This is an optimization exercise on Yosys and OpenROAD, whose aim is small area, not a production implementation.
The RTL was checked by simulation tests, not by an equivalence proof against the original design.

== garnet ==
## filter_fsm
module filter_fsm #(
  parameter width = 12,
  parameter input_width = 8,
  parameter im_dim = 28,
  parameter k_size = 9,  
  parameter k_dim = 3  
  )(
  input  logic                  clk_i,
  input  logic                  reset,
  input  logic [input_width-1:0] pixel_i,
  input  logic                  pix_data_valid,
  output logic           [7:0]  pixel_o,
  output logic                  conv_finished,
  output logic                  finished_image,
  output logic                  read_all_pixels,
  input  logic [107:0] k_val
);
  localparam N = 2*im_dim + 2;  
  logic [4:0] col, row;
  always_ff @(posedge clk_i or posedge reset) begin
    if (reset) begin
      col <= '0;
      row <= '0;
      conv_finished <= 1'b0;
      finished_image <= 1'b0;
    end else begin
      conv_finished  <= pix_data_valid && row >= 2 && col >= 2;
      finished_image <= pix_data_valid && row == im_dim-1 && col == im_dim-1;
      if (pix_data_valid) begin
        if (col == im_dim-1) begin
          col <= '0;
          row <= (row == im_dim-1) ? '0 : row + 1'b1;
        end else begin
          col <= col + 1'b1;
        end
      end
    end
  end
  assign read_all_pixels = 1'b0;
  logic [N*8-1:0] sr;
  always_ff @(posedge clk_i) begin
    sr <= {sr[(N-1)*8-1:0], pixel_i};
  end
  logic [2:0][2:0][7:0] win;
  always_comb begin
    for (int j = 0; j < 3; j++)
      for (int i = 0; i < 3; i++)
        if (j == 0 && i == 0) win[j][i] = pixel_i;
        else win[j][i] = sr[(im_dim*j+i-1)*8 +: 8];
  end
  logic [7:0] pix_d;
  grayscale_conv conv_layer (
    .pixel_i(win),
    .k_i(k_val),
    .pixel_o(pix_d)
  );
  always_ff @(posedge clk_i) begin
    pixel_o <= pix_d;
  end
endmodule
clock: 13.0 ns
lec_check: 0
cap_margin: 20
cell_pad_in_sites_detail_placement: 1
cell_pad_in_sites_global_placement: 1
core_margin: 2
core_utilization: 40
gpl_timing_driven: 0
place_density: 0.5
slew_margin: 20
synth_hierarchical: 1
standard.sh (not shown) runs the stock make flow with config.mk's settings and CLKGATE_MAP_FILE= SYNTH_SCRIPT=/design/flow/synth_recipe.tcl, a recipe that flattens the netlist after the stock synthesis.
==> flow/flow/run.sh <==
#!/bin/bash
# The standard layout (standard.sh, the standard flow's own ORFS run), with two changes:
# - the port buffers that global placement inserts are the smallest buffer
#   cell (buf_1) instead of the delay-cell buffers buffer_ports picks itself;
# - clock tree synthesis adds no dummy loads.
# The make output goes to flow_make.log here; each ORFS step keeps its own
# log under orfs/logs/.
set -euo pipefail
export BUFFER_PORTS_ARGS="-buffer_cell sky130_fd_sc_hd__buf_1"
export CTS_ARGS="-sink_clustering_enable -repair_clock_nets -dont_use_dummy_load"
bash standard.sh > flow_make.log 2>&1
diff inputs: garnet => indigo
Settings: removing CELL_PAD_IN_SITES_DETAIL_PLACEMENT (formerly 1); removing CELL_PAD_IN_SITES_GLOBAL_PLACEMENT (formerly 1); removing PLACE_DENSITY (formerly 0.5); removing GPL_TIMING_DRIVEN (formerly 0).
==> flow/run.sh (new file) <==
#!/bin/bash
# synth_recipe.tcl (not shown) runs the flow's synth.tcl, then flattens the netlist and writes it again
# the make line also repeats each setting of config.mk as NAME=value (left out here)
make -C /OpenROAD-flow-scripts/flow DESIGN_CONFIG=/design/flow/config.mk WORK_HOME=/design/flow/orfs CLKGATE_MAP_FILE= SYNTH_SCRIPT=/design/flow/synth_recipe.tcl finish
removed: flow/flow/run.sh
removed: flow/standard.sh
==> comparison <==
Worst setup slack on indigo is up relative to garnet. Diff garnet -> indigo | count of input and output buffers | increase of about 7%. Synthesized flop and latch total came out exactly the same in garnet and indigo.
For amber, these inputs were changed with respect to indigo:
Settings: setting GPL_TIMING_DRIVEN to 0 for the first time; setting CELL_PAD_IN_SITES_DETAIL_PLACEMENT to 1 for the first time; setting CELL_PAD_IN_SITES_GLOBAL_PLACEMENT to 1 for the first time; setting PLACE_DENSITY to 0.5 for the first time.
==> flow/flow/run.sh (new file) <==
#!/bin/bash
# The standard layout (standard.sh, the standard flow's own ORFS run), with two changes:
# - the port buffers that global placement inserts are the smallest buffer
#   cell (buf_1) instead of the delay-cell buffers buffer_ports picks itself;
# - clock tree synthesis adds no dummy loads and clusters up to 30 sinks
#   per leaf buffer.
# The make output goes to flow_make.log here; each ORFS step keeps its own
# log under orfs/logs/.
set -euo pipefail
export BUFFER_PORTS_ARGS="-buffer_cell sky130_fd_sc_hd__buf_1"
export CTS_ARGS="-sink_clustering_enable -repair_clock_nets -dont_use_dummy_load -sink_clustering_size 30 -sink_clustering_max_diameter 120"
bash standard.sh > flow_make.log 2>&1
==> flow/standard.sh (new file) <==
#!/bin/bash
# synth_recipe.tcl (not shown) runs the flow's synth.tcl, then flattens the netlist and writes it again
# the make line also repeats each setting of config.mk as NAME=value (left out here)
make -C /OpenROAD-flow-scripts/flow DESIGN_CONFIG=/design/flow/config.mk WORK_HOME=/design/flow/orfs CLKGATE_MAP_FILE= SYNTH_SCRIPT=/design/flow/synth_recipe.tcl "${@:-finish}"
removed: flow/run.sh
Results
- Diff indigo -> amber: post-placement cell area has decreased; time the worst path needs with I/O delays and setup up 0.32 ns; area growth from synthesis to layout went down 7.9 points; count of non-filler cells in the finished layout lower.
- [diff] slack of the worst reg-to-reg path, amber relative to indigo: regression
- Share of cell area taken by flip-flops and latches: amber higher than indigo

[afterwards: timing with drivers on the ports]
In the flow no input, the clock included, has a driving cell. The finished layouts below were timed again as built, in two steps. Step 1, drivers: a clkbuf_16 drives clk_i and a buf_2 each remaining input, both assumed. Step 2 moves the port delays by t, midway between the first and last clock arrival at a register: inputs arrive t later, outputs are due t later. That takes back most of the time a late clock gives input paths. Three values: ideal, step 1, step 2; two values: the first two.
run	t, ns	setup slack, ns	worst setup path after step 2	cell pins on the clock port's net
garnet	0.635	1.851 / 1.851 / 1.810	input to register	1
indigo	0.662	2.152 / 2.152 / 1.927	input to register	1
amber	0.631	1.835 / 1.835 / 1.756	input to register	1
After both steps setup and hold are still met in every run listed. The setup slack of indigo, which loses most, moves by 0.000 ns with the drivers and by -0.225 ns with both steps.
